From an optimization exercise on the open Yosys and OpenROAD flow, aimed at small area and a short achievable clock period; shortcuts taken in it are not production practice.
RTL that was checked went through simulation tests only; none was proved equivalent to the original.
Power is estimated from default activity; no workload was simulated.

==> flow/design.v <==
module PCPU (
	input wire clock,
	input wire [15:0] d_datain,
	input wire enable,
	input wire [15:0] i_datain,
	input wire reset,
	input wire start,
	output wire [15:0] d_addr,
	output wire [15:0] d_dataout,
	output wire d_we,
	output wire [7:0] i_addr,
	output wire [15:0] regi0,
	output wire [15:0] regi1,
	output wire [15:0] regi2,
	output wire [15:0] regi3,
	output wire [15:0] regi4,
	output wire [15:0] regi5,
	output wire [15:0] regi6,
	output wire [15:0] regi7,
	output wire [2:0] wb_addr
);
localparam [4:0] OP_LOAD = 5'b00010, OP_STORE = 5'b00011, OP_MOVI = 5'b00100,
                 OP_SHR  = 5'b00101, OP_CAL   = 5'b00110, OP_CAR  = 5'b00111,
                 OP_ADD  = 5'b01000, OP_ADDI  = 5'b01001, OP_ADDC = 5'b10001,
                 OP_SUB  = 5'b10010, OP_SUBI  = 5'b10011, OP_SUBC = 5'b10100,
                 OP_CMP  = 5'b01100, OP_AND   = 5'b01101, OP_OR   = 5'b01110,
                 OP_XOR  = 5'b01111, OP_JUMP  = 5'b11000, OP_HALT = 5'b00001;
reg        run;                  
reg [7:0]  pc;
reg [4:0]  id_op;
reg [2:0]  id_rd;
reg [7:0]  id_lo;                
reg [7:0]  id_sA, id_sB;         
reg [4:0]  ex_op;
reg [2:0]  ex_rd;
reg        ex_sub;               
reg        ex_usec;              
reg [15:0] reg_A, reg_B, smdr;
reg [3:0]  ex_sh;                
reg        mem_wr, mem_load, mem_fs, mem_halt;
reg [2:0]  mem_rd;
reg        dw, jump;
reg [15:0] reg_C, smdr1;
reg        zf, sf, cf;
reg        wb_wr, wb_halt;
reg [2:0]  wb_rd;
reg [15:0] reg_C1;
reg [15:0] gr [0:7];
assign i_addr    = pc;
assign d_addr    = reg_C;
assign d_dataout = smdr1;
assign d_we      = dw;
assign wb_addr   = wb_rd;
assign regi0 = gr[0];
assign regi1 = gr[1];
assign regi2 = gr[2];
assign regi3 = gr[3];
assign regi4 = gr[4];
assign regi5 = gr[5];
assign regi6 = gr[6];
assign regi7 = gr[7];
wire wb_we = run & wb_wr;
wire [15:0] grn [0:7];           
genvar gi;
generate
	for (gi = 0; gi < 8; gi = gi + 1) begin : g_rf
		assign grn[gi] = (wb_we && wb_rd == gi) ? reg_C1 : gr[gi];
		always @(posedge clock or negedge reset)
			if (!reset) gr[gi] <= 16'd0;
			else        gr[gi] <= grn[gi];
	end
endgenerate
wire [15:0] c1n = mem_load ? d_datain : reg_C;
wire ex_wr = (ex_op == OP_MOVI) || (ex_op == OP_SHR) || (ex_op == OP_CAL) ||
             (ex_op == OP_CAR)  || (ex_op == OP_ADD) || (ex_op == OP_ADDI) ||
             (ex_op == OP_ADDC) || (ex_op == OP_SUB) || (ex_op == OP_SUBI) ||
             (ex_op == OP_SUBC) || (ex_op == OP_AND) || (ex_op == OP_OR) ||
             (ex_op == OP_XOR);
wire ex_fs = (ex_op == OP_ADD)  || (ex_op == OP_ADDI) || (ex_op == OP_ADDC) ||
             (ex_op == OP_SUB)  || (ex_op == OP_SUBI) || (ex_op == OP_SUBC) ||
             (ex_op == OP_CMP);
wire ex_load  = ex_op == OP_LOAD;
wire ex_store = ex_op == OP_STORE;
wire ex_halt  = ex_op == OP_HALT;
wire ex_br    = (ex_op[4:3] == 2'b11) && (ex_op[2:1] != 2'b00);
wire        cin = ex_sub ^ (ex_usec & cf);
wire [15:0] bop = reg_B;
wire [15:0] bx  = bop ^ {16{ex_sub}};
wire [17:0] sum18 = {1'b0, reg_A, 1'b1} + {1'b0, bx, cin};
wire [15:0] sum = sum18[16:1];
wire        cout = sum18[17];
wire        is_cal = ex_op == OP_CAL;
wire        fill   = (ex_op == OP_CAR) & reg_A[15];
wire [3:0]  r  = ex_sh;
wire [15:0] q1 = r[0] ? {reg_A[14:0], reg_A[15]}  : reg_A;
wire [15:0] q2 = r[1] ? {q1[13:0], q1[15:14]}     : q1;
wire [15:0] q3 = r[2] ? {q2[11:0], q2[15:12]}     : q2;
wire [15:0] q4 = r[3] ? {q3[7:0],  q3[15:8]}      : q3;
reg  [15:0] keep;
integer ki;
always @(*)
	for (ki = 0; ki < 16; ki = ki + 1)
		keep[ki] = is_cal ? (ki >= r) : ((r == 4'd0) || (ki < r));
wire [15:0] sh = (q4 & keep) | ({16{fill}} & ~keep);
reg [3:0] lut;
always @(*) begin
	case (ex_op)
		OP_AND:  lut = 4'b1000;
		OP_OR:   lut = 4'b1110;
		OP_XOR:  lut = 4'b0110;
		default: lut = 4'b1010;         
	endcase
end
wire ex_shift = (ex_op == OP_SHR) || (ex_op == OP_CAL) || (ex_op == OP_CAR);
wire ex_logic = (ex_op == OP_AND) || (ex_op == OP_OR) || (ex_op == OP_XOR) || (ex_op == OP_MOVI);
wire [15:0] lg;
genvar bi;
generate
	for (bi = 0; bi < 16; bi = bi + 1) begin : g_lut
		assign lg[bi] = lut[{reg_A[bi], bop[bi]}];
	end
endgenerate
wire ex_arith = ~(ex_logic | ex_shift);
wire [15:0] alu_ns = ex_logic ? lg : sh;        
wire [15:0] alu = ex_arith ? sum : alu_ns;
wire id_rdA = (id_op[4:3] == 2'b11 && id_op[2:1] != 2'b00) ||
              (id_op == OP_ADDI) || (id_op == OP_SUBI) || (id_op == OP_MOVI);
wire id_store = id_op == OP_STORE;
wire id_imm4 = (id_op == OP_LOAD) || (id_op == OP_STORE) || (id_op == OP_MOVI) ||
               (id_op == OP_SHR)  || (id_op == OP_CAL)   || (id_op == OP_CAR);
wire id_imm8 = (id_op[4:3] == 2'b11 && id_op[2:1] != 2'b00) ||
               (id_op == OP_ADDI) || (id_op == OP_SUBI);
wire id_jump = id_op == OP_JUMP;
wire id_rsh  = (id_op == OP_SHR) || (id_op == OP_CAR);
wire [4:0] f_op = i_datain[15:11];
wire f_rdA = (f_op[4:3] == 2'b11 && f_op[2:1] != 2'b00) ||
             (f_op == OP_ADDI) || (f_op == OP_SUBI) || (f_op == OP_MOVI);
wire f_store = f_op == OP_STORE;
wire fA_ex  = ex_wr  && id_sA[ex_rd];
wire fA_mem = mem_wr && id_sA[mem_rd];
wire fB_ex  = ex_wr  && id_sB[ex_rd];
wire fB_mem = mem_wr && id_sB[mem_rd];
reg [15:0] rfA, rfB;
integer ri;
always @(*) begin
	rfA = 16'd0; rfB = 16'd0;
	for (ri = 0; ri < 8; ri = ri + 1) begin
		rfA = rfA | ({16{id_sA[ri]}} & gr[ri]);
		rfB = rfB | ({16{id_sB[ri]}} & gr[ri]);
	end
end
wire [15:0] oA = fA_ex ? alu_ns : fA_mem ? c1n : (wb_we & id_sA[wb_rd]) ? reg_C1 : rfA;
wire [15:0] oB = fB_ex ? alu_ns : fB_mem ? c1n : (wb_we & id_sB[wb_rd]) ? reg_C1 : rfB;
wire [15:0] oBi = id_imm4 ? {12'd0, id_lo[3:0]} : id_imm8 ? {8'd0, id_lo} : oB;
wire sA  = fA_ex & ex_arith;
wire sB  = fB_ex & ex_arith;
wire sBi = sB & ~id_imm4 & ~id_imm8;
wire id_sub  = (id_op == OP_SUB) || (id_op == OP_SUBI) || (id_op == OP_SUBC) || (id_op == OP_CMP);
wire id_usec = (id_op == OP_ADDC) || (id_op == OP_SUBC);
wire [4:0] i_op = i_datain[15:11];
wire id_load = id_op == OP_LOAD;
wire f_c1 = i_op[4:2] == 3'b001;                                    
wire f_c2 = (i_op == OP_ADD) || (i_op == OP_ADDC) || (i_op == OP_SUB) || (i_op == OP_SUBC) ||
            (i_op == OP_CMP) || (i_op == OP_AND)  || (i_op == OP_OR)  || (i_op == OP_XOR);
wire f_c3 = (i_op == OP_ADDI) || (i_op == OP_SUBI) || (i_op == OP_MOVI);  
wire hz = ((f_c1 | f_c2) & (id_rd == i_datain[6:4])) |
          (f_c2 & (id_rd == i_datain[2:0])) |
          (f_c3 & (id_rd == i_datain[10:8]));
wire kill    = jump | id_jump;                  
wire ld_live = id_load & ~jump;                 
wire f_bub   = kill | (ld_live & hz);           
wire pc_hold = ~run | (ld_live & hz);
wire [7:0] pc_new = jump ? reg_C[7:0] : id_jump ? id_lo : pc + 8'd1;
wire zf_now = mem_fs ? (reg_C == 16'd0) : zf;
reg  cond;
always @(*) begin
	case (ex_op[2:1])
		2'b01:   cond = zf_now;
		2'b10:   cond = sf;
		default: cond = cf;
	endcase
end
always @(posedge clock or negedge reset) begin
	if (!reset) begin
		run <= 1'b1;
		pc <= 8'd0;
		id_op <= 5'd0; id_rd <= 3'd0;
		ex_op <= 5'd0; ex_rd <= 3'd0;
		mem_wr <= 1'b0; mem_load <= 1'b0; mem_fs <= 1'b0; mem_halt <= 1'b0;
		mem_rd <= 3'd0; dw <= 1'b0; jump <= 1'b0;
		zf <= 1'b0; sf <= 1'b0; cf <= 1'b0;
		wb_wr <= 1'b0; wb_halt <= 1'b0; wb_rd <= 3'd0;
	end else begin
		run <= run & ~wb_halt;
		if (!pc_hold) pc <= pc_new;
		if (f_bub) begin
			id_op <= 5'd0; id_rd <= 3'd0;
		end else begin
			id_op <= i_datain[15:11]; id_rd <= i_datain[10:8];
		end
		if (jump || id_jump) begin
			ex_op <= 5'd0; ex_rd <= 3'd0;
		end else begin
			ex_op <= id_op; ex_rd <= id_rd;
		end
		if (jump) begin
			mem_wr <= 1'b0; mem_load <= 1'b0; mem_fs <= 1'b0; mem_halt <= 1'b0;
			mem_rd <= 3'd0;
		end else begin
			mem_wr <= ex_wr | ex_load; mem_load <= ex_load; mem_fs <= ex_fs;
			mem_halt <= ex_halt; mem_rd <= ex_rd;
		end
		if (run) dw <= ex_store & ~jump;
		jump <= ~jump & ex_br & (cond ^ ex_op[0]);
		zf <= zf_now;
		if (ex_fs && !jump) begin
			sf <= alu[15];
			cf <= cout ^ ex_sub;
		end
		wb_wr <= mem_wr; wb_halt <= mem_halt;
		if (run) wb_rd <= mem_rd;
	end
end
always @(posedge clock) begin
	id_lo <= i_datain[7:0];
	id_sA <= 8'd1 << (f_rdA ? i_datain[10:8] : i_datain[6:4]);
	id_sB <= 8'd1 << (f_store ? i_datain[10:8] : i_datain[2:0]);
	reg_A <= sA ? sum : oA;
	ex_sh <= id_rsh ? 4'd0 - id_lo[3:0] : id_lo[3:0];
	reg_B <= sBi ? sum : oBi;
	smdr  <= sB ? sum : oB;
	ex_sub  <= id_sub;
	ex_usec <= id_usec;
	if (run) begin
		reg_C <= alu;
		smdr1 <= smdr;
	end
	reg_C1 <= c1n;
end
endmodule
==> flow/config.mk <==
export PLATFORM = sky130hd
export DESIGN_NAME = PCPU
export DESIGN_NICKNAME = PCPU
export VERILOG_FILES = /design/flow/design.v
export SDC_FILE = /design/flow/constraint.sdc
export NUM_CORES = 4
export LEC_CHECK = 0
export CAP_MARGIN = 20
export CORE_MARGIN = 2
export CORE_UTILIZATION = 50
export SETUP_SLACK_MARGIN = 3.4
export SLEW_MARGIN = 20
==> flow/constraint.sdc <==
create_clock -name core_clock -period 6.0 [get_ports {clock}]
set_input_delay 1.2000 -clock core_clock [delete_from_list [all_inputs] [get_ports {clock}]]
set_output_delay 1.2000 -clock core_clock [all_outputs]
set_load 0.01 [all_outputs]
standard.sh (not shown) runs the stock make flow with config.mk's settings and CLKGATE_MAP_FILE= SYNTH_SCRIPT=/design/flow/synth_recipe.tcl, a recipe that flattens the netlist after the stock synthesis.
==> flow/flow/run.sh <==
#!/bin/bash
# Standard layout (the standard.sh) with two changes: the port buffers use
# the smallest buffer cell, and the clock tree is built with larger sink
# clusters and no dummy loads. Each tool's output is in standard.log and in
# orfs/logs/.
set -euo pipefail
export BUFFER_PORTS_ARGS="-buffer_cell sky130_fd_sc_hd__buf_1"
export CTS_ARGS="-sink_clustering_enable -repair_clock_nets -dont_use_dummy_load -sink_clustering_size 25 -sink_clustering_max_diameter 80"
bash standard.sh > standard.log 2>&1
Change:
--- a/flow/design.v
+++ b/flow/design.v
@@ -147,16 +147,12 @@
 	for (ri = 0; ri < 8; ri = ri + 1) begin
 		rfA = rfA | ({16{id_sA[ri]}} & gr[ri]);
 		rfB = rfB | ({16{id_sB[ri]}} & gr[ri]);
 	end
 end
-wire [15:0] oA = fA_ex ? alu_ns : fA_mem ? c1n : (wb_we & id_sA[wb_rd]) ? reg_C1 : rfA;
-wire [15:0] oB = fB_ex ? alu_ns : fB_mem ? c1n : (wb_we & id_sB[wb_rd]) ? reg_C1 : rfB;
-wire [15:0] oBi = id_imm4 ? {12'd0, id_lo[3:0]} : id_imm8 ? {8'd0, id_lo} : oB;
-wire sA  = fA_ex & ex_arith;
-wire sB  = fB_ex & ex_arith;
-wire sBi = sB & ~id_imm4 & ~id_imm8;
+wire [15:0] rA = (fA_ex & ex_arith) ? sum : fA_ex ? alu_ns : fA_mem ? c1n : (wb_we & id_sA[wb_rd]) ? reg_C1 : rfA;
+wire [15:0] rB = (fB_ex & ex_arith) ? sum : fB_ex ? alu_ns : fB_mem ? c1n : (wb_we & id_sB[wb_rd]) ? reg_C1 : rfB;
 wire id_sub  = (id_op == OP_SUB) || (id_op == OP_SUBI) || (id_op == OP_SUBC) || (id_op == OP_CMP);
 wire id_usec = (id_op == OP_ADDC) || (id_op == OP_SUBC);
 wire [4:0] i_op = i_datain[15:11];
 wire id_load = id_op == OP_LOAD;
 wire f_c1 = i_op[4:2] == 3'b001;                                    
@@ -223,14 +219,14 @@
 end
 always @(posedge clock) begin
 	id_lo <= i_datain[7:0];
 	id_sA <= 8'd1 << (f_rdA ? i_datain[10:8] : i_datain[6:4]);
 	id_sB <= 8'd1 << (f_store ? i_datain[10:8] : i_datain[2:0]);
-	reg_A <= sA ? sum : oA;
+	reg_A <= rA;
 	ex_sh <= id_rsh ? 4'd0 - id_lo[3:0] : id_lo[3:0];
-	reg_B <= sBi ? sum : oBi;
-	smdr  <= sB ? sum : oB;
+	reg_B <= id_imm4 ? {12'd0, id_lo[3:0]} : id_imm8 ? {8'd0, id_lo} : rB;
+	smdr  <= rB;
 	ex_sub  <= id_sub;
 	ex_usec <= id_usec;
 	if (run) begin
 		reg_C <= alu;
 		smdr1 <= smdr;
Total power decreases by 0.86%.
Worst setup slack improves by 180 ps.
Flip-flop and latch count is unchanged.
Utilization is lower by 0.68 points.
Wire length decreases by 2.2%.
Synthesized area came out lower by about 1.6%.
Fmax climbs by about 7%.
Design area came out lower by about 1.9%.
For the first run of this note, only the layout was checked, not whether the RTL still works.

========
## south
PCPU, a different RTL version from the one above (not shown whole).
For scale: about 290 flip-flops, about 210 I/O pins, about 17,000 um2 of cells after synthesis.
Settings: LEC_CHECK=0, CAP_MARGIN=20, CORE_MARGIN=2, CORE_UTILIZATION=50, SETUP_SLACK_MARGIN=2.7, SLEW_MARGIN=20; clock period 6.0 ns.
Scripts as last shown in full above: flow/flow/run.sh
The inputs of west differ from those of south as listed below.
diff --git a/flow/design.v b/flow/design.v
--- a/flow/design.v
+++ b/flow/design.v
@@ -83,31 +83,32 @@
 wire ex_halt  = ex_op == OP_HALT;
 wire ex_br    = (ex_op[4:3] == 2'b11) && (ex_op[2:1] != 2'b00);
 wire        cin = ex_sub ^ (ex_usec & cf);
 wire [15:0] bop = reg_B;
 wire [15:0] bx  = bop ^ {16{ex_sub}};
 wire [17:0] sum18 = {1'b0, reg_A, 1'b1} + {1'b0, bx, cin};
 wire [15:0] sum = sum18[16:1];
 wire        cout = sum18[17];
 wire        is_cal = ex_op == OP_CAL;
 wire        fill   = (ex_op == OP_CAR) & reg_A[15];
-wire [3:0]  r  = reg_B[3:0];
-wire [15:0] q1 = r[0] ? {reg_A[14:0], reg_A[15]}  : reg_A;
-wire [15:0] q2 = r[1] ? {q1[13:0], q1[15:14]}     : q1;
-wire [15:0] q3 = r[2] ? {q2[11:0], q2[15:12]}     : q2;
-wire [15:0] q4 = r[3] ? {q3[7:0],  q3[15:8]}      : q3;
-reg  [15:0] keep;
-integer ki;
-always @(*)
-	for (ki = 0; ki < 16; ki = ki + 1)
-		keep[ki] = is_cal ? (ki >= r) : ((r == 4'd0) || (ki < r));
-wire [15:0] sh = (q4 & keep) | ({16{fill}} & ~keep);
+wire [3:0]  n = reg_B[3:0];
+wire [15:0] a_rev, s4_rev;
+generate for (gi = 0; gi < 16; gi = gi + 1) begin : g_rv
+	assign a_rev[gi] = reg_A[15 - gi];
+	assign s4_rev[gi] = s4[15 - gi];
+end endgenerate
+wire [15:0] sh_in = is_cal ? a_rev : reg_A;
+wire [15:0] s1 = n[0] ? {fill, sh_in[15:1]} : sh_in;
+wire [15:0] s2 = n[1] ? {{2{fill}}, s1[15:2]} : s1;
+wire [15:0] s3 = n[2] ? {{4{fill}}, s2[15:4]} : s2;
+wire [15:0] s4 = n[3] ? {{8{fill}}, s3[15:8]} : s3;
+wire [15:0] sh = is_cal ? s4_rev : s4;
 reg [3:0] lut;
 always @(*) begin
 	case (ex_op)
 		OP_AND:  lut = 4'b1000;
 		OP_OR:   lut = 4'b1110;
 		OP_XOR:  lut = 4'b0110;
 		default: lut = 4'b1010;         
 	endcase
 end
 wire ex_shift = (ex_op == OP_SHR) || (ex_op == OP_CAL) || (ex_op == OP_CAR);
@@ -210,21 +211,21 @@
 		end
 		wb_wr <= mem_wr; wb_halt <= mem_halt;
 		if (run) wb_rd <= mem_rd;
 	end
 end
 always @(posedge clock) begin
 	id_lo <= i_datain[7:0];
 	id_sA <= 8'd1 << (f_rdA ? i_datain[10:8] : i_datain[6:4]);
 	id_sB <= 8'd1 << (f_store ? i_datain[10:8] : i_datain[2:0]);
 	reg_A <= rA;
-	reg_B <= id_rsh ? {12'd0, 4'd0 - id_lo[3:0]} : id_imm4 ? {12'd0, id_lo[3:0]} : id_imm8 ? {8'd0, id_lo} : rB;
+	reg_B <= id_imm4 ? {12'd0, id_lo[3:0]} : id_imm8 ? {8'd0, id_lo} : rB;
 	smdr  <= rB;
 	ex_sub  <= id_sub;
 	ex_usec <= id_usec;
 	if (run) begin
 		reg_C <= alu;
 		smdr1 <= smdr;
 	end
 	reg_C1 <= c1n;
 end
 endmodule
==> comparison <==
- west has completed all stages; timing, DRC and antenna checks passed.
- Per the comparison of west with south, sequential logic power shows an increase of about 2%, maximum frequency from static timing analysis shows a reduction of 4.3%, design area shows an increase of about 1.2%.
- Compared to south, west has core utilization 1.1 points higher.
- west vs south, first-iteration DRC count went down by about 6.5%.
No functional check of the RTL was part of any run of this note.

==> static timing again, ports no longer ideal <==
No port has a modelled driver above. Below, the same layouts with a new extraction and two added sets of constraints. Step 1 assumes that a clkbuf_16 drives the clock port and a buf_2 every other input. Step 2 also shifts input and output timing later by t, the mid clock arrival at the registers, as if the neighbouring blocks saw the same clock. Slacks: no drivers / after step 1 / after step 2; pairs: no drivers / after step 1.
run	t, ns	setup WS [ns]	hold WS [ns]	worst data-port slew with drivers (ns)
the first run of note 1	0.543	3.091 / 3.091 / 2.890	0.360 / 0.360 / 0.360	0.07
the second run of note 1	0.552	3.273 / 3.273 / 2.969	0.363 / 0.363 / 0.363	0.04
south	0.553	2.819 / 2.819 / 2.755	0.357 / 0.357 / 0.357	0.03
west	0.548	2.675 / 2.675 / 2.443	0.353 / 0.353 / 0.353	0.04
After both steps every run listed still meets setup and hold. The setup slack of the second run of note 1, which loses most, moves by 0.000 ns with the drivers and by -0.304 ns with both steps.
